Source: an optimization exercise on an open RTL-to-GDS flow (aim: small area). Production flows keep margins and buffers that such runs may drop. At most, simulation tests tie the RTL to the original design; equivalence was not proved.

==> job 3578: inputs <==
Design cordic, start of the top module:
module cordic (
  input                clk,
  input                reset,
  input                operands_val,
  input  signed [15:0] x_start,
  input  signed [15:0] y_start,
  input  signed [15:0] angle,
  output signed [15:0] sine,
  output signed [15:0] cosine,
  output               out_valid
);
  localparam [15:0] ODD = 16'haaaa;
  reg [12:0] vld;
  always @(posedge clk) begin
    if (reset) vld <= 13'd0;
    else       vld <= {vld[11:0], operands_val};
  end
  assign out_valid = vld[12];
  wire [15:0] t0 = angle - 16'd12868;
  wire [15:0] x0_0_s;
  wire x0_0_co;
  wire [15:0] x0_0_bn = {~(y_start[15] ^ 1'b1), y_start[14] ^ 1'b1, ~(y_start[13] ^ 1'b1), y_start[12] ^ 1'b1, ~(y_start[11] ^ 1'b1), y_start[10] ^ 1'b1, ~(y_start[9] ^ 1'b1), y_start[8] ^ 1'b1, ~(y_start[7] ^ 1'b1), y_start[6] ^ 1'b1, ~(y_start[5] ^ 1'b1), y_start[4] ^ 1'b1, ~(y_start[3] ^ 1'b1), y_start[2] ^ 1'b1, ~(y_start[1] ^ 1'b1), y_start[0] ^ 1'b1};
  cr_addn #(.N(16)) u_x0_0 (.a(x_start[15:0]), .bn(x0_0_bn), .cin(1'b1), .s(x0_0_s), .co(x0_0_co));
  wire [15:0] y0_0_s;
  wire y0_0_co;
  wire [15:0] y0_0_bn = {~(x_start[15] ^ 1'b0), x_start[14] ^ 1'b0, ~(x_start[13] ^ 1'b0), x_start[12] ^ 1'b0, ~(x_start[11] ^ 1'b0), x_start[10] ^ 1'b0, ~(x_start[9] ^ 1'b0), x_start[8] ^ 1'b0, ~(x_start[7] ^ 1'b0), x_start[6] ^ 1'b0, ~(x_start[5] ^ 1'b0), x_start[4] ^ 1'b0, ~(x_start[3] ^ 1'b0), x_start[2] ^ 1'b0, ~(x_start[1] ^ 1'b0), x_start[0] ^ 1'b0};
  cr_addn #(.N(16)) u_y0_0 (.a(y_start[15:0]), .bn(y0_0_bn), .cin(1'b0), .s(y0_0_s), .co(y0_0_co));
  wire [15:0] x0 = {x0_0_s};
  wire [15:0] y0 = {y0_0_s};
  wire dir1 = ~t0[15];
  wire [5:0] x1_0_s;
  wire x1_0_co;
  wire [5:0] x1_0_bn = {~(y0[6] ^ dir1), y0[5] ^ dir1, ~(y0[4] ^ dir1), y0[3] ^ dir1, ~(y0[2] ^ dir1), y0[1] ^ dir1};
  cr_addn #(.N(6)) u_x1_0 (.a(x0[5:0]), .bn(x1_0_bn), .cin(dir1), .s(x1_0_s), .co(x1_0_co));
  wire [5:0] y1_0_s;
  wire y1_0_co;
  wire [5:0] y1_0_bn = {~(x0[6] ^ ~dir1), x0[5] ^ ~dir1, ~(x0[4] ^ ~dir1), x0[3] ^ ~dir1, ~(x0[2] ^ ~dir1), x0[1] ^ ~dir1};
  cr_addn #(.N(6)) u_y1_0 (.a(y0[5:0]), .bn(y1_0_bn), .cin(~dir1), .s(y1_0_s), .co(y1_0_co));
  wire [15:0] t1 = t0 + ({16{~t0[15]}} ^ 16'd7596) + {15'd0, ~t0[15]};
  reg [5:0] xl0, yl0;
  reg cx0, cy0;
  reg [15:6] xa0, ya0;
  reg [15:0] tr0;
  reg [1:1] dr0;
  ...
make LEC_CHECK=0 CAP_MARGIN=20 CORE_MARGIN=2 CORE_UTILIZATION=45 SLEW_MARGIN=20 SYNTH_HIERARCHICAL=1 SYNTH_MINIMUM_KEEP_SIZE=0 finish   # period 5.0 ns
run.sh (not shown) runs the stock make flow with config.mk's settings and CLKGATE_MAP_FILE= SYNTH_SCRIPT=/design/flow/synth_recipe.tcl, a recipe that flattens the netlist after the stock synthesis.
==> job 5305: changes against job 3578 <==
CAP_MARGIN = 0   (was 20)
CORE_UTILIZATION = 60   (was 45)
SLEW_MARGIN = 0   (was 20)
==> metrics.yaml <==
routing:
  wl_met3_um: 1700
die:
  num_rows: 100
finish:
  fin_nets: 3517
status:
  status: "complete, no violations"
worst_setup_path:
  critPathMaxStageDelay_ns: 0.53
  reg2reg_to: "yr3[13]"
  timing.critical_path.slowest_stage_cell: "clkdlybuf4s50_1"
  arrival_ns: 4.92
min_path:
  hp-start: "xl9[2]"
placement:
  place_congestion: 0.827
That was job 3578.
==> metrics.yaml <==
worst_setup_path:
  reg2reg_to: "ya4[11]"
  arrival_ns: 4.99
  critPathMaxStageDelay_ns: 0.59
  timing.critical_path.slowest_stage_cell: "dfxtp_1"
status:
  status: "complete, no violations"
min_path:
  hp-start: "dr4[14]"
finish:
  drive_above_1_share_pct: 15.3
  postLayoutCoreUtil_pct: 66.5
die:
  num_rows: 87
routing:
  wl_met3_um: 1530
That was job 5305.
No functional check of the RTL was part of any run of this note.

==> inputs of run a <==
cordic, a different RTL version from the one above (not shown whole).
Design cordic, start of the top module:
module cordic (
  input                clk,
  input                reset,
  input                operands_val,
  input  signed [15:0] x_start,
  input  signed [15:0] y_start,
  input  signed [15:0] angle,
  output signed [15:0] sine,
  output signed [15:0] cosine,
  output               out_valid
);
clock: 5.0 ns
lec_check: 0
cap_margin: 0
core_margin: 2
core_utilization: 60
setup_slack_margin: 0.1
slew_margin: 0
synth_hierarchical: 1
synth_minimum_keep_size: 0
standard.sh (not shown) runs the stock make flow with config.mk's settings and CLKGATE_MAP_FILE= SYNTH_SCRIPT=/design/flow/synth_recipe.tcl, a recipe that flattens the netlist after the stock synthesis.
==> flow/flow/run.sh <==
#!/bin/bash
# Own layout flow: the standard ORFS flow (standard.sh, including its
# standard synthesis), with two changes to how the layout is built:
#  - the input/output port buffers are sky130_fd_sc_hd__buf_1 cells;
#  - clock tree synthesis inserts no dummy loads and clusters up to 24 sinks.
# ORFS writes each step's full log under orfs/logs/; make's own output goes
# to make.log in this folder.
set -euo pipefail
export BUFFER_PORTS_ARGS="-buffer_cell sky130_fd_sc_hd__buf_1"
export CTS_ARGS="-sink_clustering_enable -repair_clock_nets -dont_use_dummy_load -sink_clustering_size 24 -sink_clustering_max_diameter 100"
bash standard.sh finish > make.log 2>&1
==> inputs of run b, as changes to run a <==
==> flow/flow/run.sh (replaced) <==
#!/bin/bash
# Own layout flow: the standard ORFS flow (standard.sh, including its
# standard synthesis), with two changes to how the layout is built:
#  - the input/output port buffers are sky130_fd_sc_hd__buf_1 cells;
#  - clock tree synthesis inserts no dummy loads and clusters up to 27 sinks.
# ORFS writes each step's full log under orfs/logs/; make's own output goes
# to make.log in this folder.
set -euo pipefail
export BUFFER_PORTS_ARGS="-buffer_cell sky130_fd_sc_hd__buf_1"
export CTS_ARGS="-sink_clustering_enable -repair_clock_nets -dont_use_dummy_load -sink_clustering_size 27 -sink_clustering_max_diameter 100"
bash standard.sh finish > make.log 2>&1
CORE_UTILIZATION = 70   (was 60)
==> qor summary <==
	run b	run a
Achievable clock frequency	193.6 MHz	205.3 MHz
Crit path setup slack, layout	-0.1662 ns	0.1297 ns
HPWL Detailed	39360 microns	39060 microns
Placer Congestion	0.8825	0.8654
Total number of nets in the final design	3065	3055
Result of the run	failed layout checks	complete, no violations
Layout check failures	setup timing	-
Final cycle utilization of the critical path	103.3%	97.41%
Initial core utilization	71.45%	60.88%
Fraction of area in multi-input gates	64.60%	64.55%
Stages on worst setup path	17	21
Post-CTS Setup Repair Bufs	30	22
Area of the placeable core	35740 sq um	41950 sq um
Slew at the pin closest to its max-slew limit	0.9833 ns	1.051 ns
Ratio of routed vias to standard cells	5.877	5.513
Final cell utilization of the core	81.24%	69.23%
First-pass GRT wire length	85800 microns	83700 microns
#MultiIn Comb	2239	2241

==> port drivers added, routing unchanged <==
No port has a modelled driver above. Below, the same layouts with a new extraction and two added sets of constraints.
Step 1 sets driving cells, clkbuf_16 on the clock port and buf_2 on the other inputs (assumed; they add their load-dependent delay and slew).
Step 2, shift: input delay + t, output delay - t, t = (earliest + latest rising clock arrival at the registers) / 2. This alone moves slack from input paths to output paths.
Slacks: ideal / step 1 / step 2; pairs: ideal / step 1.
| run | shift t [ns] | slack for setup (ns) | hold slack, ns | worst setup path at the end | worst slew at a driven data input, ns |
|---|---|---|---|---|---|
| job 3578 | 0.641 | 0.546 / 0.502 / -0.057 | 0.314 / 0.314 / 0.314 | input to register | 0.04 |
| job 5305 | 0.665 | 0.455 / 0.455 / 0.028 | 0.324 / 0.324 / 0.324 | input to register | 0.04 |
| run a | 0.562 | 0.130 / 0.130 / 0.130 | 0.323 / 0.323 / 0.323 | register to register | 0.05 |
| run b | 0.558 | -0.166 / -0.166 / -0.166 | 0.334 / 0.334 / 0.334 | register to register | 0.03 |
Met with ideal ports but missed after step 2: setup timing in job 3578. For job 3578, which loses most, drivers alone change the setup slack by -0.044 ns; drivers and shift together by -0.603 ns.
